From an optimization exercise on the open Yosys and OpenROAD flow, aimed at small area and a short achievable clock period; shortcuts taken in it are not production practice.
The RTL was checked by simulation tests, not by an equivalence proof against the original design.
Power is estimated from default activity; no workload was simulated.

## flow/config.mk

```make
export PLATFORM = sky130hd
export DESIGN_NAME = SPI_Wrapper
export DESIGN_NICKNAME = SPI_Wrapper
export VERILOG_FILES = /design/flow/design.v
export SDC_FILE = /design/flow/constraint.sdc
export NUM_CORES = 4
export LEC_CHECK = 0
export CAP_MARGIN = 20
export CORE_MARGIN = 2
export CORE_UTILIZATION = 45
export PLACE_DENSITY = 0.6
export SLEW_MARGIN = 20
```

## flow/constraint.sdc

```tcl
create_clock -name core_clock -period 6.0 [get_ports {clk}]
set_input_delay 1.2000 -clock core_clock [delete_from_list [all_inputs] [get_ports {clk}]]
set_output_delay 1.2000 -clock core_clock [all_outputs]
set_load 0.01 [all_outputs]
```

## flow/design.v

```verilog
module SPI_Slave(MOSI, MISO, SS_n, clk, rst_n, rx_data, rx_valid, tx_data, tx_valid);
	parameter IDLE = 3'b000;
	parameter CHK_CMD = 3'b001;
	parameter WRITE = 3'b010;
	parameter READ_ADD = 3'b011;
	parameter READ_DATA = 3'b100;
	parameter DONE = 3'b101;
	input MOSI, SS_n, clk, rst_n, tx_valid;
	input [7:0] tx_data;
	output reg rx_valid, MISO;
	output [9:0] rx_data;
	reg [2:0] CS, NS;
	reg read_add_received;
	reg [3:0] counter1;
	reg [2:0] counter2;
	reg tx_busy;
	reg [9:0] temp;
	assign rx_data = temp;
	always @(posedge clk or negedge rst_n) begin
		if (~rst_n)
			CS <= IDLE;
		else
			CS <= NS;
	end
	always @(*) begin
		NS = CS;
		case (CS)
			IDLE :
				if (~SS_n)
					NS = CHK_CMD;
			CHK_CMD :
				if (SS_n)
					NS = IDLE;
				else if (~MOSI)
					NS = WRITE;
				else if (~read_add_received)
					NS = READ_ADD;
				else
					NS = READ_DATA;
			WRITE, READ_ADD, READ_DATA :
				if (SS_n)
					NS = IDLE;
				else if (counter1 == 4'd9)
					NS = DONE;
			DONE :
				if (SS_n)
					NS = IDLE;
			default :
				NS = IDLE;
		endcase
	end
	always @(posedge clk or negedge rst_n) begin
		if (~rst_n) begin
			rx_valid <= 1'b0;
			temp <= 10'd0;
			counter1 <= 4'd0;
			read_add_received <= 1'b0;
		end
		else begin
			rx_valid <= 1'b0;
			if (CS == CHK_CMD)
				counter1 <= 4'd0;
			else if (((CS == WRITE) || (CS == READ_ADD) || (CS == READ_DATA)) && ~SS_n) begin
				temp <= {temp[8:0], MOSI};
				counter1 <= counter1 + 4'd1;
				if (counter1 == 4'd9) begin
					rx_valid <= 1'b1;
					if (CS == READ_ADD)
						read_add_received <= 1'b1;
					else if (CS == READ_DATA)
						read_add_received <= 1'b0;
				end
			end
		end
	end
	always @(posedge clk or negedge rst_n) begin
		if (~rst_n) begin
			MISO <= 1'b0;
			counter2 <= 3'd7;
			tx_busy <= 1'b0;
		end
		else if (tx_valid) begin
			MISO <= tx_data[7];
			counter2 <= 3'd6;
			tx_busy <= 1'b1;
		end
		else if (tx_busy) begin
			MISO <= tx_data[counter2];
			counter2 <= counter2 - 3'd1;
			if (counter2 == 3'd0)
				tx_busy <= 1'b0;
		end
		else
			MISO <= 1'b0;
	end
endmodule
module RAM(clk, rst_n, din, rx_valid, dout, tx_valid);
	parameter MEM_DEPTH = 256;
	parameter ADDR_SIZE = 8;
	input clk, rst_n, rx_valid;
	input [9:0] din;
	output reg tx_valid;
	output reg [7:0] dout;
	reg [ADDR_SIZE-1:0] wr_add, rd_add;
	reg [7:0] mem [MEM_DEPTH-1:0];
	always @(posedge clk or negedge rst_n) begin
		if (~rst_n) begin
			dout <= 8'd0;
			tx_valid <= 1'b0;
			wr_add <= {ADDR_SIZE{1'b0}};
			rd_add <= {ADDR_SIZE{1'b0}};
		end
		else begin
			tx_valid <= 1'b0;
			if (rx_valid) begin
				case (din[9:8])
					2'b00 : wr_add <= din[7:0];
					2'b10 : rd_add <= din[7:0];
					2'b11 : begin dout <= mem[rd_add]; tx_valid <= 1'b1; end
					default : ;
				endcase
			end
		end
	end
	always @(posedge clk) begin
		if (rx_valid && (din[9:8] == 2'b01))
			mem[wr_add] <= din[7:0];
	end
endmodule
module SPI_Wrapper(clk, rst_n, MOSI, MISO, SS_n);
	input clk, rst_n, MOSI, SS_n;
	output  MISO;
	wire [9:0] data_from_SPI_to_RAM;
	wire [7:0] data_from_RAM_to_SPI;
	wire data_from_SPI_to_RAM_valid, data_from_RAM_to_SPI_valid;
	SPI_Slave SPI (
		.MOSI(MOSI),
		.MISO(MISO),
		.SS_n(SS_n),
		.clk(clk),
		.rst_n(rst_n),
		.rx_data(data_from_SPI_to_RAM),
		.rx_valid(data_from_SPI_to_RAM_valid),
		.tx_data(data_from_RAM_to_SPI),
		.tx_valid(data_from_RAM_to_SPI_valid)
	);
	RAM RAM1 (
		.clk(clk),
		.rst_n(rst_n),
		.din(data_from_SPI_to_RAM),
		.rx_valid(data_from_SPI_to_RAM_valid),
		.dout(data_from_RAM_to_SPI),
		.tx_valid(data_from_RAM_to_SPI_valid)
	);
endmodule
```

## flow/run.sh

```bash
#!/bin/bash
# synth_recipe.tcl (not shown) runs the flow's synth.tcl, then flattens the netlist and writes it again
# the make line also repeats each setting of config.mk as NAME=value (left out here)
make -C /OpenROAD-flow-scripts/flow DESIGN_CONFIG=/design/flow/config.mk WORK_HOME=/design/flow/orfs CLKGATE_MAP_FILE= SYNTH_SCRIPT=/design/flow/synth_recipe.tcl finish
```

==> run notes, run 1 <==
commonest non-fill, non-tap cell in the layout edfxtp_1; kind of critical path register to register; clock latency (worst-skew pair) 870 ps; Post-synth EDFFs 2048; r2r startpoint RAM1.rd_add[0]; Post-Syn Area 82200 um^2; DRT Pass-1 Iters 6; CTS Hold Buffers Added 0; io pins 5; Antenna Violating Nets Remaining 0; Arr. time, crit path 5190 ps; first-pass GRT wire length 313 mm; Core Area 181000 um^2; crit-path leading delay family compound AO/OA/AOI/OAI gates; row cnt 156; class of the worst hold path primary input to asynchronous set/reset pin; Cell Chain, Critical Path buf_4 > nand3_1 > buf_4 > o22ai_1 > a211oi_1 > a211oi_1 > o2111ai_1 > o311ai_1; Detailed Route WL 219 mm; register area share after synthesis 76.3%; Post-Syn Nets 4218; Overflow after GRT 0; post-layout util 50.3%; die width 431 um; Worst Slack Setup Final 1560 ps; Place WS 1600 ps; YS warnings 2; layout cells sized above 1 17.5%; fin. max-slew vios 0; Peak VDD IR 595 uV; Final Hold Viols 0; Unique masters post-synth 67; Via Count 42000; initial antenna violation count 8; min Tclk post-route 4440 ps; FFs w/ async S/R, synth 2.34%; largest net degree at the start of global routing 247; CTS tree done; Clock Path Buffers 3; area grow syn2layout 10.8%; final setup TNS 0 ps; ys flop type edfxtp_1; Overall Power 32.8 mW; cell taking the most area after synthesis edfxtp_1; share of the synthesized area in the top cell type 74.8%; Critical Path Slowest Stage Cell dfrtp_4; root buf cell clkbuf_16; commonest cells after routing, fill and taps aside 2048 x edfxtp_1, 383 x mux2i_1, 327 x mux4_2; die area 186000 um^2; Port-buffer cells 4; Rel. slew slack 16.0%; Remaining DRCs 0; setup violators final 0; die height 431 um; Required @ worst endpoint 6750 ps; Post-CTS Resized 0; Synth area leaders edfxtp_1 75%, mux4_2 9.0%, mux2i_1 4.7%; vias in the first global route 41400; post-detailed-route wirelength per cell 32.3 um; CP Max Fanout 33; Clk pin slew, worst setup/hold paths 60 ps; skew final 42.1 ps; WP buf/inv 2; placed cell count 6420; startpoint type of the worst setup path register; dpl hpwl 133 mm; Num CTS Buffers 206; RSZ-0062 raised after global routing no; WHS 493 ps; fin nets 4267; CP Capture Type register; Initial Util 45.4%; dpl cell area 84500 um^2; mean post-synth cell area 19.5 um^2; Finished Cell Area 91100 um^2; Post-Synthesis Cells 4210; via/cell ratio 6.19; Antenna diodes 0; Slew @ Worst Pin 1260 ps; DR iter-0 viols 5840; status timing/DRC/antenna clean; gpl congestion 0.844; clock sink count 2097; Max Freq 225 MHz; Largest stage delay, worst path 940 ps; max-cap violation count 0; H-tree Lvls 4; Post-CTS Setup Bufs 0; Leak 27.1 nW; CP startpoint RAM1.rd_add[0]; post-route insts no fill 6798; Tcrit/Tclk final 74.0%; pwr dens 360 nW/um^2; GRT Total Usage 23.6%; synthesized flop and latch total 2097
power by group:
part | total, mW | internal (mW) | switching, mW
registers | 18.6 | 18.1 | 0.530
logic | 1.82 | 0.166 | 1.66
clock network | 12.4 | 6.87 | 5.54
synthesized netlist by cell type, types with 6 or more instances:
cell / instances
nand2_1: 157
o22ai_1: 124
edfxtp_1: 2048
mux2_2: 34
mux2i_1: 383
nand2b_1: 15
inv_1: 9
buf_6: 38
a211o_1: 14
clkbuf_1: 105
a2111oi_0: 20
buf_8: 11
nor2b_1: 13
o2111ai_1: 6
nand4_1: 10
a31oi_1: 11
nor4_1: 8
a22oi_1: 10
mux4_2: 327
nor2_1: 292
o221ai_1: 67
a21oi_1: 87
a221oi_1: 19
nor3_1: 20
and2_1: 10
buf_4: 43
buf_2: 41
or3_1: 12
dfrtp_1: 46
buf_1: 16
nand3_1: 36
o21ai_0: 59
mux4_1: 6
a211oi_1: 40
final timing paths:
| check | endpoint | slack, ps | cells after the start |
|---|---|---|---|
| max | RAM1.dout[4] | 1560 | 8 |
| min | SPI.rx_valid | 490 | 2 |
| max reg2reg | RAM1.dout[4] | 1560 | 8 |
| min reg2reg | SPI.counter2[0] | 490 | 1 |
| max in group asynchronous | RAM1.rd_add[2] | 4820 | 2 |
| min in group core_clock | SPI.counter2[0] | 490 | 1 |
worst register-to-register path: cells and delay by family (launching register included):
family,cells,cell delay [ps]
buf+inv,2,1130
simple gates,1,740
compound gates,5,1500
flops,1,940
per-layer routing:
layer  routed length [um]  share of wire, %  track usage [%]  vias up
met3                18700               8.5             4.29      381
met2               104000                47             37.0     1955
met4                 7710               3.5             8.23        4
li1                     -                 -                -    17400
met1                89100                41             33.4    22300
met5                   23             0.010                0        -
state kept, by name, indices dropped and copies added (netlist names):
signal / count
RAM1.tx_valid: 1
SPI.CS: 3
SPI.counter2: 3
SPI.rx_valid: 1
RAM1.wr_add: 8
SPI.temp: 10
SPI.MISO: 1
RAM1.mem: 2048
SPI.counter1: 4
SPI.tx_busy: 1
SPI.read_add_received: 1
RAM1.dout: 8
RAM1.rd_add: 8
kinds of logic after synthesis:
logic type               Yosys count  synth area share [%]
AO/OA/AOI/OAI                    496                  4.15
adder cells (fa/ha/maj)            5                0.0731
multiplexers                     750                  14.3
XOR/XNOR                           3                0.0320
flip-flops                      2097                  76.3
AND/OR/NAND/NOR                  591                  3.08
buffers and inverters            268                  2.06
final cells by class:
class | count | area [um^2]
fillers | 14500 | 90100
flip-flops and latches | 2097 | 62800
multi-input cells | 1845 | 17800
clock buffers | 275 | 5510
well taps | 2370 | 2970
clock inverters | 102 | 973
repair buffers | 99 | 943
inverters | 10 | 42.5
==> inputs of run 2 (changes only) <==
==> flow/design.v (replaced) <==
module SPI_Slave(MOSI, MISO, SS_n, clk, rst_n, rx_data, rx_valid, tx_data, tx_valid);
	input MOSI, SS_n, clk, rst_n, tx_valid;
	input [7:0] tx_data;
	output reg rx_valid, MISO;
	output [9:0] rx_data;
	reg [3:0] st;
	reg [9:0] temp;
	reg [2:0] counter2;
	reg tx_busy;
	assign rx_data = temp;
	always @(posedge clk)
		temp <= {temp[8:0], MOSI};
	always @(posedge clk or negedge rst_n) begin
		if (~rst_n) begin
			st <= 4'd0;
			rx_valid <= 1'b0;
		end
		else begin
			rx_valid <= ~SS_n && (st == 4'd11);
			if (SS_n)
				st <= 4'd0;
			else if (st != 4'd12)
				st <= st + 4'd1;
		end
	end
	always @(posedge clk or negedge rst_n) begin
		if (~rst_n) begin
			MISO <= 1'b0;
			counter2 <= 3'd7;
			tx_busy <= 1'b0;
		end
		else if (tx_valid) begin
			counter2 <= 3'd7;
			tx_busy <= 1'b1;
			MISO <= 1'b0;
		end
		else if (tx_busy) begin
			MISO <= tx_data[counter2];
			counter2 <= counter2 - 3'd1;
			if (counter2 == 3'd0)
				tx_busy <= 1'b0;
		end
		else
			MISO <= 1'b0;
	end
endmodule
module RAM(clk, rst_n, din, rx_valid, dout, tx_valid);
	parameter MEM_DEPTH = 256;
	parameter ADDR_SIZE = 8;
	input clk, rst_n, rx_valid;
	input [9:0] din;
	output tx_valid;
	output [7:0] dout;
	reg [2047:0] ring;           
	reg [2:0] ph;
	reg [7:0] wr_add;            
	reg wr_zero;                 
	reg [7:0] rd_add;
	reg pend;
	reg [7:0] pdata;
	reg [7:0] rb;
	wire do_wa = rx_valid && (din[9:8] == 2'b00);
	wire do_wr = rx_valid && (din[9:8] == 2'b01);
	wire do_ra = rx_valid && (din[9:8] == 2'b10);
	assign tx_valid = rx_valid && (din[9:8] == 2'b11);
	assign dout = rb;
	wire land = pend && (wr_add[2:0] == ph);
	wire [2:0] ph1 = ph + 3'd1;
	wire refresh = (rd_add[2:0] == ph1);
	integer g, s;
	always @(posedge clk) begin
		for (g = 0; g < 32; g = g + 1) begin
			for (s = 7; s > 0; s = s - 1)
				ring[(g*8+s)*8 +: 8] <= ring[(g*8+s-1)*8 +: 8];
			if (land && (wr_add[7:3] == g))
				ring[(g*8)*8 +: 8] <= pdata;
			else
				ring[(g*8)*8 +: 8] <= ring[(g*8+7)*8 +: 8];
		end
	end
	always @(posedge clk) begin
		ph <= ph - 3'd1;
		if (refresh)
			rb <= ring[(rd_add[7:3]*8)*8 +: 8];
		if (do_wr) begin
			pend <= 1'b1;
			pdata <= din[7:0];
		end
		else if (land)
			pend <= 1'b0;
		if (do_wa)
			wr_add <= din[7:0];
		else if (do_wr && wr_zero)
			wr_add <= 8'd0;
	end
	always @(posedge clk or negedge rst_n) begin
		if (~rst_n) begin
			wr_zero <= 1'b1;
			rd_add <= {ADDR_SIZE{1'b0}};
		end
		else begin
			if (do_wa || do_wr)
				wr_zero <= 1'b0;
			if (do_ra)
				rd_add <= din[7:0];
		end
	end
endmodule
module SPI_Wrapper(clk, rst_n, MOSI, MISO, SS_n);
	input clk, rst_n, MOSI, SS_n;
	output  MISO;
	wire [9:0] data_from_SPI_to_RAM;
	wire [7:0] data_from_RAM_to_SPI;
	wire data_from_SPI_to_RAM_valid, data_from_RAM_to_SPI_valid;
	SPI_Slave SPI (
		.MOSI(MOSI),
		.MISO(MISO),
		.SS_n(SS_n),
		.clk(clk),
		.rst_n(rst_n),
		.rx_data(data_from_SPI_to_RAM),
		.rx_valid(data_from_SPI_to_RAM_valid),
		.tx_data(data_from_RAM_to_SPI),
		.tx_valid(data_from_RAM_to_SPI_valid)
	);
	RAM RAM1 (
		.clk(clk),
		.rst_n(rst_n),
		.din(data_from_SPI_to_RAM),
		.rx_valid(data_from_SPI_to_RAM_valid),
		.dout(data_from_RAM_to_SPI),
		.tx_valid(data_from_RAM_to_SPI_valid)
	);
endmodule
==> run 2 against run 1 <==
Effect of this change: register-to-register slack improved by 1100 ps; non-clock buffer count shrank 86; clock-buffer cell count decreased by 18; wire length shrank 64%; cell count decreased by 36%; flip-flop and latch count increased by 8; via count is 56% lower; critical endpoint is now RAM1.rb[5].
==> run notes, run 2 <==
min Tclk post-route 3360 ps; Num CTS Buffers 179; skew final 31.5 ps; synthesized flop and latch total 2105; Rel. slew slack 21.6%; Post-Syn Nets 2642; combinational power share 0.1%; fin nets 2786; final setup TNS 0 ps; NetSw 4.89 mW; Final Hold Viols 0; Post-Synth Adder-Cell Area 0.155%; Post-CTS Resized 0; largest reg by FF count RAM1.ring; dpl cell area 50000 um^2; cell taking the most area after synthesis dfxtp_1; Synth Area in Compound Gates 0.101%; max-cap violation count 0; commonest cells after routing, fill and taps aside 2062 x dfxtp_1, 185 x mux2_2, 183 x clkbuf_16; Cell Chain, Critical Path buf_4 > mux4_2 > mux4_2 > mux2_2; Post-Synth XOR/XNOR Area 0.181%; clock latency (worst-skew pair) 750 ps; Required @ worst endpoint 6500 ps; hold depth 0; Overflow after GRT 0; power share of the sequential group 55.2%; die height 332 um; Arr. time, crit path 3860 ps; fin. max-slew vios 0; max reg flops 2048; share of the synthesized area in the top cell type 85.4%; CP Capture Type register; area grow syn2layout 15.7%; die width 332 um; largest family of logic cells by synthesized area multiplexers; met2 Use GR 20.9%; Place WS 2550 ps; startpoint type of the worst setup path register; Synth area leaders dfxtp_1 85%, mux2_2 4.3%, mux4_2 3.8%; Port-buffer cells 4; Initial Util 45.2%; H-tree Lvls 4; post-synthesis mux area share 10.2%; gpl congestion 0.764; post-layout util 52.3%; Detailed Route WL 79.0 mm; CP most frequent cell mux4_2; CTS tree done; row cnt 120; status timing/DRC/antenna clean; ys flop type dfxtp_1; GRT busiest layer met1; clock sink count 2105; commonest non-fill, non-tap cell in the layout dfxtp_1; kind of critical path register to register; Clk pin slew, worst setup/hold paths 60 ps; Post-synth EDFFs 24; Peak VDD IR 348 uV; DR iter-0 viols 807; Finished Cell Area 55900 um^2; dpl hpwl 46.4 mm; Worst Slack Setup Final 2640 ps; mean post-synth cell area 18.4 um^2; flop2flop setup slack 2640 ps; worst hold endpoint RAM1.ring[417]; Antenna Violating Nets Remaining 0; min-delay src RAM1.ring[409]; Largest stage delay, worst path 1090 ps; io pins 5; top cells by count, synth 2062 x dfxtp_1, 185 x mux2_2, 87 x mux2_1; Critical Path Slowest Stage Cell dfrtp_4; largest net degree at the start of global routing 66; Max Freq 298 MHz; Remaining DRCs 0; RSZ-0062 raised after global routing no; post-synthesis simple-gate area fraction 0.973%; Post-Syn Area 48400 um^2; Via Count 18700; Regs by FF count RAM1.ring x2048, SPI.temp x10; most frequent cell after synthesis dfxtp_1; post-detailed-route wirelength per cell 18.3 um; power share of the clock group 44.7%; reg2reg end RAM1.rb[5]; Post-CTS Setup Bufs 0; GRT Total Usage 14.7%; YS warnings 2; first-pass GRT wire length 121 mm; Sw Ratio 19.3%; class of the worst hold path register to register; GR met1 Demand/Resource 21.6%; DRT Pass-1 Iters 4; Post-Synthesis Cells 2632; Int Pwr 20.5 mW; root buf cell clkbuf_16; initial antenna violation count 4; Unique masters post-synth 38; CTS Hold Buffers Added 0; pwr dens 454 nW/um^2; via/cell ratio 4.33; die area 110000 um^2; CP Max Fanout 43; reg2reg path depth 4; Leak 22.4 nW; Slew @ Worst Pin 1180 ps; setup violators final 0; vias in the first global route 19500; Clock Path Buffers 3; met3 GRT Util 3.44%; layout cells sized above 1 19.8%; r2r startpoint RAM1.rd_add[4]; register area share after synthesis 87.8%; FFs w/ async S/R, synth 0.903%; Core Area 107000 um^2; Tcrit/Tclk final 56.0%
## run 2: changes by cell type in the layout (fill, tap and decap cells not counted), moves of 56 or more
cell	before	now
a21oi_1	87	4
buf_4	80	9
dfxtp_1	0	2062
edfxtp_1	2048	24
mux2_1	0	87
mux2_2	34	185
mux2i_1	383	2
mux4_2	327	82
nand2_1	156	26
nor2_1	288	6
o21ai_0	59	3
o221ai_1	67	0
o22ai_1	124	0
## run 2: worst max-delay path, delay by kind of cell (launching register included)
kind | cells | cell delay, ps
muxes | 3 | 1380
buffers and inverters | 1 | 560
DFF | 1 | 1090
## run 2: area by class of cell
type | count | area [um^2]
Sequential cell | 2105 | 42500
Clock inverter | 58 | 711
Tap cell | 1403 | 1760
Inverter | 10 | 37.5
Antenna cell | 5 | 12.5
Clock buffer | 257 | 5220
Timing Repair Buffer | 13 | 103
Fill cell | 8465 | 51000
Multi-Input combinational cell | 467 | 5620
## run 2: power groups by stage
| stage | combinational, mW | sequential [mW] | clock [mW] |
|---|---|---|---|
| after floorplan | 0.00764 | 14.3 | 0 |
| after global placement | 0.0122 | 14.3 | 0 |
| after detailed placement | 0.0136 | 14.3 | 0 |
| after CTS | 0.0145 | 14.0 | 11.6 |
| after global routing | 0.0157 | 14.0 | 12.2 |
| final | 0.0141 | 14.0 | 11.3 |
## run 2: how the worst max path moves through the flow
stage,startpoint,end,slack [ps]
floorplan,RAM1.rd_add[4],RAM1.rb[0],3640
finish,RAM1.rd_add[4],RAM1.rb[5],2640
detailed placement,RAM1.rd_add[4],RAM1.rb[5],2550
global route,RAM1.rd_add[4],RAM1.rb[5],2450
global placement,RAM1.rd_add[4],RAM1.rb[5],2640
CTS,RAM1.rd_add[4],RAM1.rb[5],2540
## run 2: per-stage QoR
stage	hold slack (ps)	power, mW	std cells
after global routing	311	26.2	4313
after detailed placement	312	14.3	3998
after CTS	293	25.6	4313
after global placement	310	14.3	3998
final	299	25.4	4318
after floorplan	310	14.3	2632
## run 2: cell families (layout without fill, tap and decap cells)
family,after synthesis,count (layout)
xor+xnor,10,10
buf+inv,60,338
other cells,0,5
compound gates,9,9
flops,2105,2105
mux,356,356
fa+ha+maj,6,6
simple gates,86,86
## run 2: routing by layer
metal	share of wire, %	up-vias
met2	42	326
met4	2.7	0
met5	0	-
li1	-	8963
met3	4.4	139
met1	51	9254
==> inputs of run 3 (changes only) <==
--- a/flow/config.mk
+++ b/flow/config.mk
@@ -11,2 +11,3 @@
 export PLACE_DENSITY = 0.6
+export SETUP_SLACK_MARGIN = 3.5
 export SLEW_MARGIN = 20
==> run 3 against run 2 <==
Effect of this change: still clean on timing, DRC and antenna; fmax up 34%; core utilization is 0.17 points higher; cell count increased by 0.12%; sequential share of layout area shrank 0.25 points; sequential power about the same; largest power group unchanged; highest routed layer unchanged.
==> run notes, run 3 <==
largest net degree at the start of global routing 33; reg2reg end RAM1.rb[1]; Overflow after GRT 0; class of the worst hold path register to register; Port-buffer cells 4; Post-Syn Area 48400 um^2; area grow syn2layout 16.1%; skew final 32.6 ps; startpoint type of the worst setup path register; NetSw 4.89 mW; Critical Path End MISO; Rel. slew slack 30.0%; Clock Path Buffers 3; Tcrit/Tclk final 41.6%; CTS tree done; RSZ-0062 raised after global routing yes; Sw Ratio 19.3%; H-tree Lvls 4; WHS 301 ps; root buf cell clkbuf_16; Clk pin slew, worst setup/hold paths 60 ps; min Tclk post-route 2500 ps; via/cell ratio 4.33; first-pass GRT wire length 122 mm; die width 332 um; ys flop type dfxtp_1; share of the synthesized area in the top cell type 85.4%; CP startpoint SPI.MISO; Largest stage delay, worst path 400 ps; WP buf/inv 1; DR iter-0 viols 768; post-detailed-route wirelength per cell 18.5 um; register area share after synthesis 87.8%; commonest non-fill, non-tap cell in the layout dfxtp_1; Final Hold Viols 0; die height 332 um; layout cells sized above 1 20.2%; Peak VDD IR 347 uV; commonest cells after routing, fill and taps aside 2062 x dfxtp_1, 185 x mux2_2, 183 x clkbuf_16; flop2flop setup slack 3530 ps; Critical Path Slowest Stage Cell dfrtp_1; synthesized flop and latch total 2105; power share of the clock group 44.7%; reg2reg path depth 4; cell taking the most area after synthesis dfxtp_1; io pins 5; hold depth 0; Leak 22.5 nW; largest reg by FF count RAM1.ring; FFs w/ async S/R, synth 0.903%; final setup TNS 0 ps; Core Area 107000 um^2; pwr dens 452 nW/um^2; Initial Util 45.2%; Post-synth EDFFs 24; fin nets 2792; max-cap violation count 0; YS warnings 2; Cell Chain, Critical Path buf_2; dpl hpwl 46.4 mm; row cnt 120; Antenna Violating Nets Remaining 0; Slew @ Worst Pin 1040 ps; Num CTS Buffers 179; power share of the sequential group 55.2%; Remaining DRCs 0; Arr. time, crit path 1300 ps; Detailed Route WL 79.8 mm; GRT Total Usage 14.9%; combinational power share 0.1%; CP Depth 1; Required @ worst endpoint 4800 ps; die area 110000 um^2; kind of critical path register to output pin; status timing/DRC/antenna clean; max reg flops 2048; Max Freq 400 MHz; crit-path leading delay family flip-flops; setup violators final 0; initial antenna violation count 4; mean post-synth cell area 18.4 um^2; Synth area leaders dfxtp_1 85%, mux2_2 4.3%, mux4_2 3.8%; DRT Pass-1 Iters 5; CP Capture Type output pin; clock latency (worst-skew pair) 750 ps; top cells by count, synth 2062 x dfxtp_1, 185 x mux2_2, 87 x mux2_1; r2r startpoint RAM1.rd_add[4]; gpl congestion 0.764; Post-Synthesis Cells 2632; fin. max-slew vios 0; Regs by FF count RAM1.ring x2048, SPI.temp x10; CTS Hold Buffers Added 0; Post-Syn Nets 2642; Int Pwr 20.5 mW; most frequent cell after synthesis dfxtp_1; Via Count 18700; CP Max Fanout 1; clock sink count 2105; vias in the first global route 19600; Unique masters post-synth 38
==> run 3: power by group through the flow <==
stage	clock (mW)	combinational (mW)	sequential, mW
final	11.3	0.0166	14.0
after floorplan	0	0.00764	14.3
after global placement	0	0.0122	14.3
after global routing	12.2	0.0184	14.0
after detailed placement	0	0.0136	14.3
after CTS	11.6	0.0156	14.0
==> run 3: how the worst min path moves through the flow <==
stage | from | endpoint | slack, ps
after floorplan | RAM1.ring[992] | RAM1.ring[1000] | 310
after global routing | RAM1.ring[724] | RAM1.ring[732] | 310
final | RAM1.ring[409] | RAM1.ring[417] | 300
after CTS | RAM1.ring[409] | RAM1.ring[417] | 290
after detailed placement | RAM1.ring[1139] | RAM1.ring[1147] | 310
after global placement | RAM1.ring[1199] | RAM1.ring[1207] | 310
==> run 3: per-stage QoR <==
step | std cells | cell area (um^2) | power [mW] | utilization [%] | setup slack, ps
3_5_place_dp | 3998 | 50000 | 14.3 | 46.8 | 2550
5_1_grt | 4319 | 56100 | 26.2 | 52.5 | 3430
3_3_place_gp | 3998 | 50000 | 14.3 | 46.8 | 2640
2_1_floorplan | 2632 | 48400 | 14.3 | - | 3640
4_1_cts | 4318 | 56100 | 25.6 | 52.4 | 3410
6_report | 4323 | 56100 | 25.4 | 52.5 | 3500
==> run 3: logic make-up (layout without fill, tap and decap cells) <==
logic type	after synthesis	in the layout	synth area share (%)
multiplexers	356	356	10.2
adder cells (fa/ha/maj)	6	6	0.155
flip-flops	2105	2105	87.8
AND/OR/NAND/NOR	86	86	0.973
buffers and inverters	60	344	0.561
AO/OA/AOI/OAI	9	9	0.101
XOR/XNOR	10	10	0.181
other	0	4	0
==> run 3: layer usage <==
metal | wire (um) | GRT usage (%) | vias up
li1 | - | - | 8975
met1 | 40400 | 21.8 | 9242
met2 | 33200 | 21.1 | 359
met3 | 4050 | 3.69 | 135
met4 | 2220 | 5.92 | 0
met5 | 0 | 0 | -
==> run 3: repair_timing <==
item,in CTS,in global routing
setup buffers,5,0
setup endpoints to repair,41,136
resized for setup,10,9
==> run 3: area by class of cell <==
type	count	area (um^2)
fill	8447	50800
timing repair buffer	19	230
sequential	2105	42500
clock buffer	257	5220
clock inverter	58	711
inverter	10	37.5
antenna	4	10.0
multi-input combinational	467	5680
tap	1403	1760
==> inputs of run 4 (changes only) <==
--- a/flow/config.mk
+++ b/flow/config.mk
@@ -9,5 +9,7 @@
 export CORE_MARGIN = 2
-export CORE_UTILIZATION = 45
-export PLACE_DENSITY = 0.6
-export SETUP_SLACK_MARGIN = 3.5
+export CORE_UTILIZATION = 65
+export CTS_BUF_LIST = sky130_fd_sc_hd__clkbuf_8
+export CTS_CLUSTER_SIZE = 24
+export PLACE_DENSITY = 0.75
+export SETUP_SLACK_MARGIN = 3.8
 export SLEW_MARGIN = 20
==> run 4 against run 3 <==
Effect of this change: sequential power about the same; fmax fell by 7.1%; non-clock buffer count grew 26; via count up 7.1%; still clean; core utilization grew 23 points; highest routed layer is now met5; first-iteration DRC count increased by 59%; critical endpoint unchanged.
==> run notes, run 4 <==
H-tree Lvls 5; class of the worst hold path primary input to asynchronous set/reset pin; reg2reg end RAM1.rb[3]; vias in the first global route 21600; Overflow after GRT 0; Place WS 2660 ps; DR iter-0 viols 1223; Largest stage delay, worst path 450 ps; register area share after synthesis 87.8%; Remaining DRCs 0; GRT busiest layer met2; WP buf/inv 1; first-pass GRT wire length 128 mm; Critical Path Slowest Stage Cell dfrtp_2; crit-path leading delay family flip-flops; Post-Synthesis Cells 2632; Post-Syn Area 48400 um^2; Core Area 74100 um^2; setup violators final 0; die width 277 um; mean post-synth cell area 18.4 um^2; via/cell ratio 4.87; area grow syn2layout 16.0%; GR met1 Demand/Resource 31.9%; die area 76600 um^2; cell taking the most area after synthesis dfxtp_1; dpl hpwl 46.2 mm; Layout fillers 3728; Clock Path Buffers 4; Synth area leaders dfxtp_1 85%, mux2_2 4.3%, mux4_2 3.8%; Arr. time, crit path 1490 ps; clock sink count 2105; CP Max Fanout 1; Slew @ Worst Pin 926 ps; Overall Power 24.9 mW; Cell Chain, Critical Path buf_6; commonest non-fill, non-tap cell in the layout dfxtp_1; commonest cells after routing, fill and taps aside 2062 x dfxtp_1, 371 x clkbuf_8, 183 x mux2_2; synthesized flop and latch total 2105; Regs by FF count RAM1.ring x2048, SPI.temp x10; die height 277 um; met3 GRT Util 6.39%; min Tclk post-route 2690 ps; Leak 23.2 nW; Detailed Route WL 85.3 mm; post-route insts no fill 4111; gpl congestion 0.811; YS warnings 2; FFs w/ async S/R, synth 0.903%; post-layout util 75.7%; largest reg by FF count RAM1.ring; Worst Slack Setup Final 3310 ps; Clk pin slew, worst setup/hold paths 70 ps; reg2reg path depth 6; ys flop type dfxtp_1; Final Hold Viols 0; CTS tree done; Initial Util 65.3%; Post-Syn Nets 2642; final setup TNS 0 ps; top cells by count, synth 2062 x dfxtp_1, 185 x mux2_2, 87 x mux2_1; kind of critical path register to output pin; startpoint type of the worst setup path register; skew final 70.1 ps; io pins 5; Finished Cell Area 56100 um^2; RSZ-0062 raised after global routing yes; max-cap violation count 0; WHS 278 ps; flop2flop setup slack 3490 ps; Tcrit/Tclk final 44.8%; root buf cell clkbuf_8; largest net degree at the start of global routing 33; initial antenna violation count 7; CTS Hold Buffers Added 0; most frequent cell after synthesis dfxtp_1; Peak VDD IR 232 uV; clock latency (worst-skew pair) 930 ps; GRT Total Usage 22.4%; share of the synthesized area in the top cell type 85.4%; Unique masters post-synth 38; pwr dens 444 nW/um^2; status timing/DRC/antenna clean; met2 Use GR 32.6%; r2r startpoint RAM1.rd_add[4]; Required @ worst endpoint 4800 ps; placed cell count 3565; Num CTS Buffers 302; post-detailed-route wirelength per cell 20.7 um; fin nets 2941; Port-buffer cells 4; Max Freq 372 MHz; Antenna Violating Nets Remaining 0; DRT Pass-1 Iters 5; Post-synth EDFFs 24; fin. max-slew vios 0; Rel. slew slack 38.2%; layout cells sized above 1 24.8%; Via Count 20000; row cnt 100; max reg flops 2048; CP Capture Type output pin; dpl cell area 49500 um^2
run 4: layout make-up:
| cell class | instances | area (um^2) | share of cell area, % |
|---|---|---|---|
| multi-input combinational | 467 | 5810 | 10.4 |
| timing repair buffer | 45 | 666 | 1.19 |
| sequential | 2105 | 42500 | 75.7 |
| clock inverter | 139 | 768 | 1.37 |
| tap | 969 | 1210 | 2.16 |
| clock buffer | 371 | 5110 | 9.10 |
| inverter | 10 | 37.5 | 0.0669 |
| antenna | 5 | 12.5 | 0.0223 |
run 4: kinds of logic after synthesis:
family          share of synthesized area (%)
flops                                    87.8
mux                                      10.2
simple gates                            0.973
buf+inv                                 0.561
xor+xnor                                0.181
compound gates                          0.101
fa+ha+maj                               0.155
run 4: timing repair:
| action | in CTS | in global routing |
|---|---|---|
| pin swaps | 13 | 4 |
| setup endpoints to repair | 229 | 192 |
| gates cloned | 3 | 2 |
| buffers inserted | 20 | 6 |
| resized for setup | 50 | 18 |
| endpoints found under the hold margin | 0 | 0 |
run 4: report_power, final:
group,internal [mW],switching [mW]
clock network,5.83,5.06
registers,14.0,0.00793
logic,0.00677,0.0102
run 4: worst max path at each step:
| stage | start | cells after the start | endpoint | slack (ps) |
|---|---|---|---|---|
| CTS | SPI.MISO | 1 | MISO | 3230 |
| global placement | RAM1.rd_add[4] | 4 | RAM1.rb[7] | 2800 |
| detailed placement | RAM1.rd_add[4] | 4 | RAM1.rb[6] | 2660 |
| floorplan | RAM1.rd_add[4] | 5 | RAM1.rb[0] | 3830 |
| finish | SPI.MISO | 1 | MISO | 3310 |
| global route | SPI.MISO | 1 | MISO | 3280 |
run 4: metal layers:
layer,up-vias,wire [um]
met5,-,13
met3,173,4810
met2,581,38200
li1,9307,-
met1,9974,40000
met4,2,2290
==> inputs of run 5 (changes only) <==
--- a/flow/config.mk
+++ b/flow/config.mk
@@ -11,3 +11,4 @@
 export CTS_BUF_LIST = sky130_fd_sc_hd__clkbuf_8
-export CTS_CLUSTER_SIZE = 24
+export CTS_CLUSTER_DIAMETER = 80
+export CTS_CLUSTER_SIZE = 20
 export PLACE_DENSITY = 0.75
==> run 5 against run 4 <==
Effect of this change: still clean on timing, DRC and antenna; clock skew shrank 41 ps; cell count decreased by 9.0%; power down 21%; sequential power about the same; wire length is 14% lower; register-to-register slack hardly changed; synthesized area is the same; clock power fell by 49%; core utilization is 5.6 points lower; final area down 7.4%; die area did not move; worst hold slack gained 33 ps.
==> run notes, run 5 <==
FFs w/ async S/R, synth 0.903%; cell taking the most area after synthesis dfxtp_1; fin nets 2758; mean post-synth cell area 18.4 um^2; Via Count 18200; ys flop type dfxtp_1; CP Capture Type output pin; Critical Path Slowest Stage Cell dfrtp_2; kind of critical path register to output pin; max-cap violation count 0; status timing/DRC/antenna clean; Cell Chain, Critical Path buf_6; CP Max Fanout 1; register area share after synthesis 87.8%; multi-input logic area 5830 um^2; skew final 29.5 ps; io pins 5; Tcrit/Tclk final 42.5%; layout cells sized above 1 17.6%; synthesized flop and latch total 2105; dpl hpwl 46.2 mm; Rel. slew slack 43.4%; Overflow after GRT 0; Arr. time, crit path 1350 ps; largest net degree at the start of global routing 33; Slew @ Worst Pin 850 ps; first-pass GRT wire length 111 mm; Regs by FF count RAM1.ring x2048, SPI.temp x10; Reg area 42500 um^2; combinational power share 0.1%; share of the synthesized area in the top cell type 85.4%; vias in the first global route 18600; commonest non-fill, non-tap cell in the layout dfxtp_1; Peak VDD IR 189 uV; Post-synth EDFFs 24; via/cell ratio 4.87; Int Pwr 15.8 mW; Clk pin slew, worst setup/hold paths 120 ps; Clock Path Buffers 3; crit-path leading delay family flip-flops; Place WS 2660 ps; final setup TNS 0 ps; fin. max-slew vios 0; GRT Total Usage 19.4%; Remaining DRCs 0; WHS 312 ps; Final Hold Viols 0; Core Area 74100 um^2; Leak 20.7 nW; pwr dens 376 nW/um^2; Max Freq 392 MHz; Overall Power 19.6 mW; Largest stage delay, worst path 470 ps; post-detailed-route wirelength per cell 19.7 um; CTS tree done; Finished Cell Area 52000 um^2; Sw Ratio 19.3%; Required @ worst endpoint 4800 ps; die width 277 um; max reg flops 2048; min Tclk post-route 2550 ps; RSZ-0062 raised after global routing yes; initial antenna violation count 6; Num CTS Buffers 115; Worst Slack Setup Final 3450 ps; YS warnings 2; clock sink count 2105; setup violators final 0; class of the worst hold path register to register; gpl congestion 0.811; Unique masters post-synth 38; area grow syn2layout 7.48%; Post-Syn Area 48400 um^2; DR iter-0 viols 1215; top cells by count, synth 2062 x dfxtp_1, 185 x mux2_2, 87 x mux2_1; die area 76600 um^2; DRT Pass-1 Iters 4; CTS Hold Buffers Added 0; power share of the clock group 28.4%; Post-Syn Nets 2642; Port-buffer cells 4; largest reg by FF count RAM1.ring; row cnt 100; Layout fillers 4436; startpoint type of the worst setup path register; commonest cells after routing, fill and taps aside 2062 x dfxtp_1, 180 x mux2_2, 117 x clkbuf_8; die height 277 um; Synth area leaders dfxtp_1 85%, mux2_2 4.3%, mux4_2 3.8%; Antenna Violating Nets Remaining 0; clock latency (worst-skew pair) 760 ps; most frequent cell after synthesis dfxtp_1; dpl cell area 49500 um^2; Initial Util 65.3%; power share of the sequential group 71.6%; WP buf/inv 1; H-tree Lvls 3; Detailed Route WL 73.7 mm; Post-Synthesis Cells 2632; NetSw 3.78 mW; root buf cell clkbuf_8
==> run 5: layer usage <==
metal,GRT usage (%),vias up,wire [um]
met1,30.8,9051,37900
met5,0,-,0
li1,-,8744,-
met2,26.8,326,30300
met3,3.68,114,3560
met4,6.45,0,1880
==> run 5: cells by family (layout without fill, tap and decap cells) <==
kind of cell,count (synthesis),count (layout),synth area share [%]
other,0,6,0
buffers and inverters,60,195,0.561
flip-flops,2105,2105,87.8
XOR/XNOR,10,10,0.181
multiplexers,356,356,10.2
adder cells (fa/ha/maj),6,6,0.155
AO/OA/AOI/OAI,9,9,0.101
AND/OR/NAND/NOR,86,86,0.973
==> run 5: timing repair <==
item	4_1_cts	5_1_grt
buffers inserted	19	12
cloned	4	0
gates resized for setup	50	22
pin swaps	11	6
endpoints found under the setup margin	203	240
==> run 5: cell type report <==
| type | count | share of cell area (%) |
|---|---|---|
| flip-flops and latches | 2105 | 81.7 |
| diodes | 6 | 0.0289 |
| inverters | 10 | 0.0722 |
| clock inverters | 19 | 0.202 |
| clock buffers | 117 | 3.10 |
| repair buffers | 49 | 1.32 |
| multi-input cells | 467 | 11.2 |
| well taps | 969 | 2.33 |
==> run 5: power by group through the flow <==
stage	clock (mW)	combinational (mW)	sequential, mW
after floorplan	0	0.00766	14.3
after detailed placement	0	0.0145	14.3
final	5.55	0.0160	14.0
after global routing	6.18	0.0175	14.0
after global placement	0	0.0129	14.3
after CTS	5.68	0.0165	14.0
==> run 5: per-stage QoR <==
stage / util [%] / cells
final: 70.2 / 3742
after global routing: 70.2 / 3737
after CTS: 69.9 / 3724
after detailed placement: 66.8 / 3565
after global placement: 66.8 / 3565
after floorplan: - / 2632
==> run 5: final timing paths <==
kind                                   endpoint  slack (ps)       startpoint  depth (start not counted)
worst max-delay path                       MISO        3450         SPI.MISO                          1
worst min-delay path            RAM1.ring[1907]         310  RAM1.ring[1899]                          0
worst max register to register       RAM1.rb[4]        3480   RAM1.rd_add[4]                          6
worst min register to register  RAM1.ring[1907]         310  RAM1.ring[1899]                          0
max in group asynchronous        RAM1.rd_add[5]        5190            rst_n                          1
min in group asynchronous        RAM1.rd_add[7]         410            rst_n                          1
==> inputs of run 6 (changes only) <==
--- a/flow/config.mk
+++ b/flow/config.mk
@@ -10,5 +10,3 @@
 export CORE_UTILIZATION = 65
-export CTS_BUF_LIST = sky130_fd_sc_hd__clkbuf_8
-export CTS_CLUSTER_DIAMETER = 80
-export CTS_CLUSTER_SIZE = 20
+export CTS_BUF_LIST = sky130_fd_sc_hd__clkbuf_4 sky130_fd_sc_hd__clkbuf_8
 export PLACE_DENSITY = 0.75
==> run 6 against run 5 <==
Effect of this change: still clean; flip-flop and latch count is the same; fmax shrank 5.2%; sequential power is essentially flat; largest power group unchanged; highest routed layer unchanged.
==> run notes, run 6 <==
Overflow after GRT 0; most frequent cell after synthesis dfxtp_1; Post-Synth Adder-Cell Area 0.155%; combinational power share 0.1%; CP Max Fanout 1; WP buf/inv 1; first-pass GRT wire length 130 mm; commonest cells after routing, fill and taps aside 2062 x dfxtp_1, 370 x clkbuf_8, 182 x mux2_2; Initial Util 65.3%; Post-Syn Area 48400 um^2; Post-Synth XOR/XNOR Area 0.181%; Max Freq 372 MHz; Cell Chain, Critical Path buf_6; gpl congestion 0.811; initial antenna violation count 4; multi-input logic area 5810 um^2; die width 277 um; Port-buffer cells 4; Synth area leaders dfxtp_1 85%, mux2_2 4.3%, mux4_2 3.8%; Arr. time, crit path 1490 ps; NetSw 5.08 mW; DR iter-0 viols 1220; kind of critical path register to output pin; row cnt 100; YS warnings 2; vias in the first global route 21900; power share of the clock group 45.0%; layout cells sized above 1 27.9%; fin nets 2950; DRT Pass-1 Iters 6; min Tclk post-route 2690 ps; Unique masters post-synth 38; Sw Ratio 19.9%; Detailed Route WL 86.2 mm; Via Count 20200; Rel. slew slack 39.0%; CTS tree done; Post-Syn Nets 2642; max-cap violation count 0; max reg flops 2048; H-tree Lvls 5; largest net degree at the start of global routing 33; area grow syn2layout 16.9%; Tcrit/Tclk final 44.8%; mean post-synth cell area 18.4 um^2; die height 277 um; Slew @ Worst Pin 916 ps; dpl hpwl 46.2 mm; ys flop type dfxtp_1; cell taking the most area after synthesis dfxtp_1; CTS Hold Buffers Added 0; Layout fillers 3698; Regs by FF count RAM1.ring x2048, SPI.temp x10; clock sink count 2105; Clock Path Buffers 4; Post-Synthesis Cells 2632; Post-synth EDFFs 24; Synth Area in Compound Gates 0.101%; register area share after synthesis 87.8%; post-synthesis simple-gate area fraction 0.973%; setup violators final 0; Largest stage delay, worst path 450 ps; top cells by count, synth 2062 x dfxtp_1, 185 x mux2_2, 87 x mux2_1; CP Capture Type output pin; die area 76600 um^2; post-detailed-route wirelength per cell 20.9 um; largest reg by FF count RAM1.ring; skew final 50.6 ps; Critical Path Slowest Stage Cell dfrtp_2; Remaining DRCs 0; Final Hold Viols 0; Num CTS Buffers 302; status timing/DRC/antenna clean; commonest non-fill, non-tap cell in the layout dfxtp_1; Peak VDD IR 235 uV; Reg area 42500 um^2; Leak 23.1 nW; root buf cell clkbuf_8; post-synthesis mux area share 10.2%; io pins 5; startpoint type of the worst setup path register; Antenna Violating Nets Remaining 0; Clk pin slew, worst setup/hold paths 70 ps; crit-path leading delay family flip-flops; RSZ-0062 raised after global routing yes; Core Area 74100 um^2; final setup TNS 0 ps; Overall Power 25.5 mW; via/cell ratio 4.89; clock latency (worst-skew pair) 920 ps; largest family of logic cells by synthesized area multiplexers; GRT Total Usage 23.0%; Required @ worst endpoint 4800 ps; pwr dens 451 nW/um^2; share of the synthesized area in the top cell type 85.4%; FFs w/ async S/R, synth 0.903%; Int Pwr 20.4 mW; power share of the sequential group 55.0%; fin. max-slew vios 0; synthesized flop and latch total 2105; class of the worst hold path register to register
[run 6: cell counts after synthesis]
No cell type changed its count.
[run 6: cell families after synthesis]
family                     count (synthesis)
and+or+nand+nor                           86
DFF                                     2105
buffers and inverters                     60
muxes                                    356
adders and majority gates                  6
xor gates and xnor gates                  10
AOI/OAI and AO/OA                          9
[run 6: path summary, 6_finish.rpt]
path,from,end,slack [ps],depth (start not counted)
max,SPI.MISO,MISO,3310,1
min,RAM1.ring[112],RAM1.ring[120],290,0
max reg2reg,RAM1.rd_add[4],RAM1.rb[4],3520,5
min reg2reg,RAM1.ring[112],RAM1.ring[120],290,0
max in group asynchronous,rst_n,RAM1.rd_add[4],5240,1
min in group asynchronous,rst_n,RAM1.rd_add[6],300,1
[run 6: area by class of cell]
type / count / share of cell area, %
repair buffers: 54 / 1.29
clock buffers: 462 / 10.2
clock inverters: 49 / 0.762
well taps: 969 / 2.15
flip-flops and latches: 2105 / 75.2
multi-input cells: 467 / 10.3
inverters: 10 / 0.0664
diodes: 7 / 0.0310
[run 6: what timing repair did]
action,in CTS,in global routing
gates resized for setup,51,24
setup endpoints to repair,201,233
setup buffers,24,11
pin swaps,13,3
gates cloned,4,1
[run 6: layer usage]
metal	up-vias	GRT usage [%]	routed length (um)
li1	9331	-	-
met1	10100	32.3	39700
met2	617	33.8	38500
met3	173	6.37	5420
met4	0	9.84	2650
met5	-	0	0
[run 6: metrics by stage]
step,cell area (um^2),worst slack [ps],utilization (%),hold WS [ps],instances
finish,56500,3310,76.3,291,4123
global route,56500,3270,76.3,269,4118
CTS,56300,3220,76.0,279,4104
detailed placement,49500,2660,66.8,312,3565
global placement,49500,2800,66.8,310,3565
floorplan,48400,3830,-,310,2632
[run 6: power groups by stage]
stage	Combinational, mW	Clock (mW)	Sequential [mW]
after global placement	0.0129	0	14.3
after global routing	0.0178	12.3	14.0
after floorplan	0.00766	0	14.3
after detailed placement	0.0145	0	14.3
after CTS	0.0167	11.6	14.0
final	0.0165	11.5	14.0
==> inputs of run 7 (changes only) <==
--- a/flow/config.mk
+++ b/flow/config.mk
@@ -10,5 +10,4 @@
 export CORE_UTILIZATION = 65
-export CTS_BUF_LIST = sky130_fd_sc_hd__clkbuf_4 sky130_fd_sc_hd__clkbuf_8
 export PLACE_DENSITY = 0.75
-export SETUP_SLACK_MARGIN = 3.8
+export SETUP_SLACK_MARGIN = 3.0
 export SLEW_MARGIN = 20
==> run 7 against run 6 <==
Effect of this change: setup slack got worse by 250 ps; clock-buffer cell count is 196 lower; worst hold slack better by 26 ps; fmax down 8.5%; register-to-register slack lost 370 ps; sequential power about the same; synthesized area unchanged; final area is 1.7% lower; clock skew is 33 ps lower; sequential share of layout area up 1.3 points; critical path depth unchanged; flip-flop and latch count did not move; critical endpoint unchanged; highest routed layer unchanged.
==> run notes, run 7 <==
Core Area 74100 um^2; Post-Syn Area 48400 um^2; dpl cell area 49500 um^2; Regs by FF count RAM1.ring x2048, SPI.temp x10; die height 277 um; CP Max Fanout 1; cell taking the most area after synthesis dfxtp_1; post-route insts no fill 3890; crit-path leading delay family buffers and inverters; status timing/DRC/antenna clean; Port-buffer cells 4; Required @ worst endpoint 4800 ps; first-pass GRT wire length 128 mm; H-tree Lvls 4; most frequent cell after synthesis dfxtp_1; Arr. time, crit path 1740 ps; synthesized flop and latch total 2105; CP Capture Type output pin; CTS Hold Buffers Added 0; Largest stage delay, worst path 570 ps; post-layout util 75.0%; layout cells sized above 1 20.1%; max reg flops 2048; DRT Pass-1 Iters 5; dpl hpwl 45.8 mm; Worst Slack Setup Final 3060 ps; ys flop type dfxtp_1; GRT Total Usage 22.4%; root buf cell clkbuf_16; commonest non-fill, non-tap cell in the layout dfxtp_1; skew final 17.7 ps; setup violators final 0; Post-Synthesis Cells 2632; final setup TNS 0 ps; RSZ-0062 raised after global routing no; Max Freq 340 MHz; initial antenna violation count 4; Clock Path Buffers 3; pwr dens 462 nW/um^2; Tcrit/Tclk final 49.0%; via/cell ratio 4.96; Critical Path Slowest Stage Cell clkdlybuf4s50_1; flop2flop setup slack 3150 ps; clock latency (worst-skew pair) 750 ps; Overflow after GRT 0; max-cap violation count 0; Num CTS Buffers 175; fin nets 2785; top cells by count, synth 2062 x dfxtp_1, 185 x mux2_2, 87 x mux2_1; Place WS 2730 ps; vias in the first global route 20600; Rel. slew slack 26.3%; Unique masters post-synth 38; Antenna Violating Nets Remaining 0; Finished Cell Area 55600 um^2; WP buf/inv 1; commonest cells after routing, fill and taps aside 2062 x dfxtp_1, 185 x mux2_2, 181 x clkbuf_16; largest reg by FF count RAM1.ring; Cell Chain, Critical Path clkdlybuf4s50_1; CTS tree done; DR iter-0 viols 1350; YS warnings 2; Final Hold Viols 0; class of the worst hold path register to register; Initial Util 65.3%; post-detailed-route wirelength per cell 21.5 um; Post-Syn Nets 2642; Leak 22.5 nW; min Tclk post-route 2940 ps; kind of critical path register to output pin; Detailed Route WL 83.6 mm; Via Count 19300; placed cell count 3566; register area share after synthesis 87.8%; Peak VDD IR 284 uV; Clk pin slew, worst setup/hold paths 70 ps; share of the synthesized area in the top cell type 85.4%; Remaining DRCs 0; startpoint type of the worst setup path register; die width 277 um; Slew @ Worst Pin 1100 ps; Post-synth EDFFs 24; fin. max-slew vios 0; area grow syn2layout 14.9%; io pins 5; row cnt 100; mean post-synth cell area 18.4 um^2; die area 76600 um^2; gpl congestion 0.833; Synth area leaders dfxtp_1 85%, mux2_2 4.3%, mux4_2 3.8%; FFs w/ async S/R, synth 0.903%; largest net degree at the start of global routing 66; clock sink count 2105
run 7: layout make-up:
type | count | area, um^2
multi-input combinational | 467 | 5610
inverter | 10 | 37.5
timing repair buffer | 16 | 141
clock buffer | 266 | 5370
clock inverter | 56 | 702
tap | 969 | 1210
antenna | 1 | 2.50
fill | 3877 | 18500
sequential | 2105 | 42500
run 7: kinds of logic after synthesis:
kind of cell,after synthesis,share of synthesized area [%]
DFF,2105,87.8
muxes,356,10.2
and+or+nand+nor,86,0.973
buffers and inverters,60,0.561
xor gates and xnor gates,10,0.181
AOI/OAI and AO/OA,9,0.101
adders and majority gates,6,0.155
run 7: worst paths after layout:
kind / to / start / depth (start not counted)
max: MISO / SPI.MISO / 1
min: RAM1.ring[874] / RAM1.ring[866] / 0
max reg2reg: RAM1.rb[4] / RAM1.rd_add[4] / 4
min reg2reg: RAM1.ring[874] / RAM1.ring[866] / 0
max in group asynchronous: RAM1.rd_add[5] / rst_n / 1
min in group asynchronous: SPI.st[3] / rst_n / 1
run 7: per-layer routing:
metal / up-vias / wire (um) / global-route usage (%)
met3: 139 / 4180 / 4.60
met4: 0 / 2040 / 7.57
met5: - / 0 / 0
met2: 492 / 38000 / 34.2
li1: 8949 / - / -
met1: 9718 / 39400 / 32.5
run 7: power by group:
group / leakage, nW / internal [mW] / total (mW) / switching (mW)
Sequential: 17.1 / 14.0 / 14.0 / 0.00803
Clock: 3.01 / 6.73 / 11.7 / 4.95
Combinational: 2.43 / 0.00578 / 0.0142 / 0.00842
Total: 22.5 / 20.7 / 25.7 / 4.96
run 7: what timing repair did:
action,4_1_cts,5_1_grt
resized for setup,2,0
buffers inserted,1,0
setup endpoints to repair,9,0
run 7: through the flow:
stage | power [mW] | hold WS (ps)
2_1_floorplan | 14.3 | 310
3_3_place_gp | 14.3 | 310
3_5_place_dp | 14.3 | 312
4_1_cts | 25.8 | 305
5_1_grt | 26.4 | 313
6_report | 25.7 | 317
==> inputs of run 8 (changes only) <==
--- a/flow/config.mk
+++ b/flow/config.mk
@@ -10,4 +10,7 @@
 export CORE_UTILIZATION = 65
+export CTS_BUF_LIST = sky130_fd_sc_hd__clkbuf_16
+export CTS_CLUSTER_DIAMETER = 100
+export CTS_CLUSTER_SIZE = 30
 export PLACE_DENSITY = 0.75
-export SETUP_SLACK_MARGIN = 3.0
+export SETUP_SLACK_MARGIN = 4.0
 export SLEW_MARGIN = 20
==> run 8 against run 7 <==
Effect of this change: sequential share of layout area grew 4.3 points; largest cell class unchanged; via count shrank 4.8%; clock power fell by 45%; cell count down 4.6%; register-to-register slack improved by 390 ps; first-iteration DRC count fell by 15%; critical path depth up 4.
==> run notes, run 8 <==
Layout fillers 4343; kind of critical path register to register; FFs w/ async S/R, synth 0.903%; status timing/DRC/antenna clean; via/cell ratio 4.95; Initial Util 65.3%; Clk pin slew, worst setup/hold paths 120 ps; uppermost routed layer met5; Post-synth EDFFs 24; fin. max-slew vios 0; placed cell count 3566; DRT Pass-1 Iters 5; startpoint type of the worst setup path register; row cnt 100; io pins 5; class of the worst hold path register to register; die width 277 um; Post-Syn Nets 2642; root buf cell clkbuf_16; vias in the first global route 18800; fin nets 2733; commonest cells after routing, fill and taps aside 2061 x dfxtp_1, 181 x mux2_2, 87 x mux2_1; min Tclk post-route 2460 ps; largest net degree at the start of global routing 33; Overflow after GRT 0; RSZ-0062 raised after global routing yes; largest reg by FF count RAM1.ring; die area 76600 um^2; post-layout util 71.0%; Antenna Violating Nets Remaining 0; CTS tree done; initial antenna violation count 4; post-route insts no fill 3711; skew final 37.2 ps; GRT Total Usage 20.3%; cell taking the most area after synthesis dfxtp_1; Peak VDD IR 208 uV; Leak 21.1 nW; Required @ worst endpoint 6430 ps; top cells by count, synth 2062 x dfxtp_1, 185 x mux2_2, 87 x mux2_1; area grow syn2layout 8.73%; Overall Power 20.5 mW; Rel. slew slack 35.4%; post-detailed-route wirelength per cell 21.0 um; Port-buffer cells 4; H-tree Lvls 3; gpl congestion 0.803; met3 wire len 3.61 mm; ys flop type dfxtp_1; layout cells sized above 1 17.0%; final setup TNS 0 ps; Slew @ Worst Pin 969 ps; CP Capture Type register; first-pass GRT wire length 116 mm; most frequent cell after synthesis dfxtp_1; Via Count 18400; wl on met1 38.2 mm; WHS 302 ps; dpl hpwl 46.6 mm; CP Max Fanout 8; max-cap violation count 0; share of the synthesized area in the top cell type 85.4%; Detailed Route WL 77.8 mm; max reg flops 2048; Post-Synthesis Cells 2632; Remaining DRCs 0; pwr dens 389 nW/um^2; die height 277 um; DR iter-0 viols 1151; Max Freq 406 MHz; Tcrit/Tclk final 41.1%; clock latency (worst-skew pair) 680 ps; Final Hold Viols 0; clock sink count 2105; Post-Syn Area 48400 um^2; Synth area leaders dfxtp_1 85%, mux2_2 4.3%, mux4_2 3.8%; met2 routed WL 33.9 mm; Num CTS Buffers 80; mean post-synth cell area 18.4 um^2; Core Area 74100 um^2; Regs by FF count RAM1.ring x2048, SPI.temp x10; commonest non-fill, non-tap cell in the layout dfxtp_1; setup violators final 0; register area share after synthesis 87.8%; synthesized flop and latch total 2105; Unique masters post-synth 38; YS warnings 2; Arr. time, crit path 2900 ps; Clock Path Buffers 3
## run 8: cell counts after synthesis
Identical to the previous run, type by type.
## run 8: path summary, 6_finish.rpt
check / endpoint / slack (ps) / from / depth (start not counted)
max in group asynchronous: RAM1.rd_add[5] / 5100 / rst_n / 1
worst max register to register: RAM1.rb[7] / 3540 / RAM1.rd_add[4] / 5
worst max-delay path: RAM1.rb[7] / 3540 / RAM1.rd_add[4] / 5
worst min-delay path: RAM1.ring[1630] / 300 / RAM1.ring[1622] / 0
worst min register to register: RAM1.ring[1630] / 300 / RAM1.ring[1622] / 0
min in group asynchronous: RAM1.rd_add[7] / 490 / rst_n / 1
## run 8: power breakdown
part           total [mW]  internal (mW)  switching (mW)
combinational      0.0155        0.00634         0.00918
sequential           14.0           14.0         0.00797
clock                6.44           2.58            3.86
total                20.5           16.6            3.88
## run 8: cell families after synthesis
| group | synth area share, % |
|---|---|
| DFF | 87.8 |
| AOI/OAI and AO/OA | 0.101 |
| xor gates and xnor gates | 0.181 |
| buffers and inverters | 0.561 |
| and+or+nand+nor | 0.973 |
| muxes | 10.2 |
| adders and majority gates | 0.155 |
## run 8: stage by stage
stage / cell area, um^2 / worst slack, ps
6_report: 52600 / 3540
5_1_grt: 52600 / 3510
4_1_cts: 52400 / 3510
3_5_place_dp: 49500 / 2730
3_3_place_gp: 49500 / 2810
2_1_floorplan: 48400 / 3860
## run 8: timing repair
action,in CTS,in global routing
hold buffers,0,0
buffers inserted,30,13
hold endpoints to repair,0,0
gates resized for setup,59,22
endpoints found under the setup margin,265,218
cloned,1,0
pin swaps,16,10
## run 8: cell type report
type | count | area [um^2] | share of cell area (%)
diodes | 3 | 7.51 | 0.0143
clock buffers | 85 | 2130 | 4.04
clock inverters | 13 | 85.1 | 0.162
inverters | 10 | 37.5 | 0.0714
multi-input cells | 467 | 5900 | 11.2
flip-flops and latches | 2105 | 42500 | 80.8
well taps | 969 | 1210 | 2.31
repair buffers | 59 | 729 | 1.39
## run 8: worst max-delay path, cell delays in order (launching register included)
cell and delay, ps:
dfrtp_4 490, buf_12 140, buf_12 150, mux4_2 560
mux4_2 580, mux2_2 290
## run 8: metal layers
metal,vias up,GRT usage [%]
met5,-,0
met2,364,29.5
met3,112,3.36
met1,9161,31.2
li1,8733,-
met4,2,7.01
==> inputs of run 9 (changes only) <==
--- a/flow/config.mk
+++ b/flow/config.mk
@@ -14,3 +14,3 @@
 export PLACE_DENSITY = 0.75
-export SETUP_SLACK_MARGIN = 4.0
+export SETUP_SLACK_MARGIN = 3.65
 export SLEW_MARGIN = 20
==> run 9 against run 8 <==
Effect of this change: flip-flop and latch count did not move; core utilization fell by 0.62 points; largest power group unchanged; synthesized area did not move; critical path type is now register to output pin; clock power fell by 0.8%; first-iteration DRC count rose by 7.4%; critical endpoint is now MISO; synthesized cell count did not move.
==> run notes, run 9 <==
status timing/DRC/antenna clean; max-cap violation count 0; row cnt 100; Clk pin slew, worst setup/hold paths 110 ps; Post-synth EDFFs 24; met2 routed WL 31.2 mm; CTS Hold Buffers Added 0; commonest non-fill, non-tap cell in the layout dfxtp_1; Max Freq 407 MHz; die width 277 um; clock latency (worst-skew pair) 680 ps; Clock Path Buffers 3; Post-Synthesis Cells 2632; commonest cells after routing, fill and taps aside 2062 x dfxtp_1, 182 x mux2_2, 87 x mux2_1, 87 x clkbuf_16, 82 x mux4_2; DR iter-0 viols 1236; CP Max Fanout 1; Antenna Violating Nets Remaining 0; max reg flops 2048; mean post-synth cell area 18.4 um^2; Critical Path Slowest Stage Cell dfrtp_2; final setup TNS 0 ps; setup violators final 0; top cells by count, synth 2062 x dfxtp_1, 185 x mux2_2, 87 x mux2_1; clock sink count 2105; reg2reg end RAM1.rb[3]; most frequent cell after synthesis dfxtp_1; ys flop type dfxtp_1; Reg area 42500 um^2; worst hold endpoint RAM1.ring[1758]; GRT Total Usage 19.5%; Unique masters post-synth 38; Leak 20.8 nW; CTS tree done; Synth area leaders dfxtp_1 85%, mux2_2 4.3%, mux4_2 3.8%; startpoint type of the worst setup path register; die area 76600 um^2; YS warnings 2; pwr dens 392 nW/um^2; RSZ-0062 raised after global routing yes; first-pass GRT wire length 112 mm; Slew @ Worst Pin 881 ps; area grow syn2layout 7.77%; multi-input logic area 5720 um^2; post-layout util 70.4%; wl on met1 37.6 mm; register area share after synthesis 87.8%; die height 277 um; skew final 36.7 ps; initial antenna violation count 5; WP buf/inv 1; Layout fillers 4477; Post-Syn Nets 2642; Final Hold Viols 0; Arr. time, crit path 1260 ps; Overflow after GRT 0; Required @ worst endpoint 4800 ps; io pins 5; fin nets 2706; layout cells sized above 1 15.3%; flop2flop setup slack 3550 ps; hold depth 0; Cell Chain, Critical Path buf_6; cell taking the most area after synthesis dfxtp_1; share of the synthesized area in the top cell type 85.4%; Port-buffer cells 4; dpl hpwl 45.1 mm; CP Capture Type output pin; fin. max-slew vios 0; WHS 306 ps; largest net degree at the start of global routing 33; min Tclk post-route 2460 ps; via/cell ratio 4.89; Detailed Route WL 73.5 mm; met3 wire len 3.16 mm; root buf cell clkbuf_16; reg2reg path depth 6; uppermost routed layer met4; gpl congestion 0.796; Regs by FF count RAM1.ring x2048, SPI.temp x10; kind of critical path register to output pin; post-detailed-route wirelength per cell 19.9 um; Via Count 18000; Num CTS Buffers 80; Post-Syn Area 48400 um^2; crit-path leading delay family flip-flops; Peak VDD IR 259 uV; Core Area 74100 um^2; Remaining DRCs 0; min-delay src RAM1.ring[1750]; H-tree Lvls 3; Rel. slew slack 41.3%; DRT Pass-1 Iters 5; largest reg by FF count RAM1.ring; Largest stage delay, worst path 460 ps; CP Depth 1; r2r startpoint RAM1.rd_add[4]; Initial Util 65.3%; synthesized flop and latch total 2105; class of the worst hold path register to register; vias in the first global route 18500; Tcrit/Tclk final 41.0%; FFs w/ async S/R, synth 0.903%
-- run 9: cell counts after synthesis --
Identical to the previous run, type by type.
-- run 9: cells by family after synthesis --
logic type      after synthesis  share of synthesized area [%]
compound gates                9                          0.101
buf+inv                      60                          0.561
mux                         356                           10.2
fa+ha+maj                     6                          0.155
simple gates                 86                          0.973
xor+xnor                     10                          0.181
flops                      2105                           87.8
-- run 9: what timing repair did --
item / CTS / global route
gates cloned: 2 / 2
buffers inserted: 11 / 2
pin swaps: 0 / 1
endpoints found under the hold margin: 0 / 0
endpoints found under the setup margin: 87 / 208
resized for setup: 26 / 12
-- run 9: metal layers --
metal	vias up	GRT usage, %
met3	79	3.30
met2	298	28.1
met4	0	5.80
met1	8998	30.4
li1	8669	-
met5	-	0
-- run 9: power by group --
group / internal (mW) / switching [mW] / total (mW)
combinational: 0.00646 / 0.00881 / 0.0153
sequential: 14.0 / 0.00718 / 14.0
clock: 2.58 / 3.81 / 6.39
total: 16.6 / 3.83 / 20.4
-- run 9: final cells by class --
class / count / share of cell area, %
Multi-Input combinational cell: 467 / 11.0
Clock buffer: 85 / 4.08
Antenna cell: 5 / 0.0240
Sequential cell: 2105 / 81.5
Clock inverter: 14 / 0.170
Timing Repair Buffer: 32 / 0.838
Tap cell: 969 / 2.33
Inverter: 10 / 0.0720
-- run 9: metrics by stage --
stage	instances	setup slack (ps)	instance area, um^2	total power [mW]
finish	3687	3540	52100	20.4
global route	3682	3510	52100	21.0
CTS	3678	3490	52000	20.5
detailed placement	3566	2660	49500	14.3
global placement	3566	2740	49500	14.3
floorplan	2632	3720	48400	14.3
-- run 9: worst max path at each step --
stage,end,slack (ps),start
after floorplan,RAM1.rb[0],3720,RAM1.rd_add[5]
after global placement,RAM1.rb[5],2740,RAM1.rd_add[4]
after detailed placement,RAM1.rb[3],2660,RAM1.rd_add[4]
after CTS,MISO,3490,SPI.MISO
after global routing,MISO,3510,SPI.MISO
final,MISO,3540,SPI.MISO

-- separate check: timing with driven ports --
How much do the figures lean on ideal ports? The routed layouts below were timed once more, with nothing changed but the port constraints.
Step 1 sets driving cells, clkbuf_16 on the clock port and buf_2 on the other inputs (assumed; they add their load-dependent delay and slew).
Step 2 moves the port delays by t, midway between the first and last clock arrival at a register: inputs arrive t later, outputs are due t later. That takes back most of the time a late clock gives input paths.
Three values: ideal, step 1, step 2; two values: the first two.
| run | shift t [ns] | slack for setup (ns) | hold slack, ns | worst slew at a driven data input, ns |
|---|---|---|---|---|
| run 1 | 0.943 | 1.559 / 1.559 / 1.559 | 0.492 / 0.426 / 0.492 | 0.03 |
| run 2 | 0.810 | 2.643 / 2.643 / 2.643 | 0.299 / 0.299 / 0.299 | 0.04 |
| run 3 | 0.810 | 3.503 / 3.433 / 3.530 | 0.301 / 0.301 / 0.301 | 0.04 |
| run 4 | 0.962 | 3.313 / 3.244 / 3.487 | 0.278 / 0.281 / 0.281 | 0.07 |
| run 5 | 0.803 | 3.451 / 3.387 / 3.482 | 0.312 / 0.312 / 0.312 | 0.08 |
| run 6 | 0.948 | 3.312 / 3.252 / 3.523 | 0.291 / 0.291 / 0.291 | 0.07 |
| run 7 | 0.815 | 3.061 / 2.991 / 3.147 | 0.317 / 0.317 / 0.317 | 0.03 |
| run 8 | 0.720 | 3.536 / 3.486 / 3.536 | 0.302 / 0.302 / 0.302 | 0.09 |
| run 9 | 0.717 | 3.540 / 3.474 / 3.550 | 0.306 / 0.306 / 0.306 | 0.03 |
After both steps every run listed still meets setup and hold.
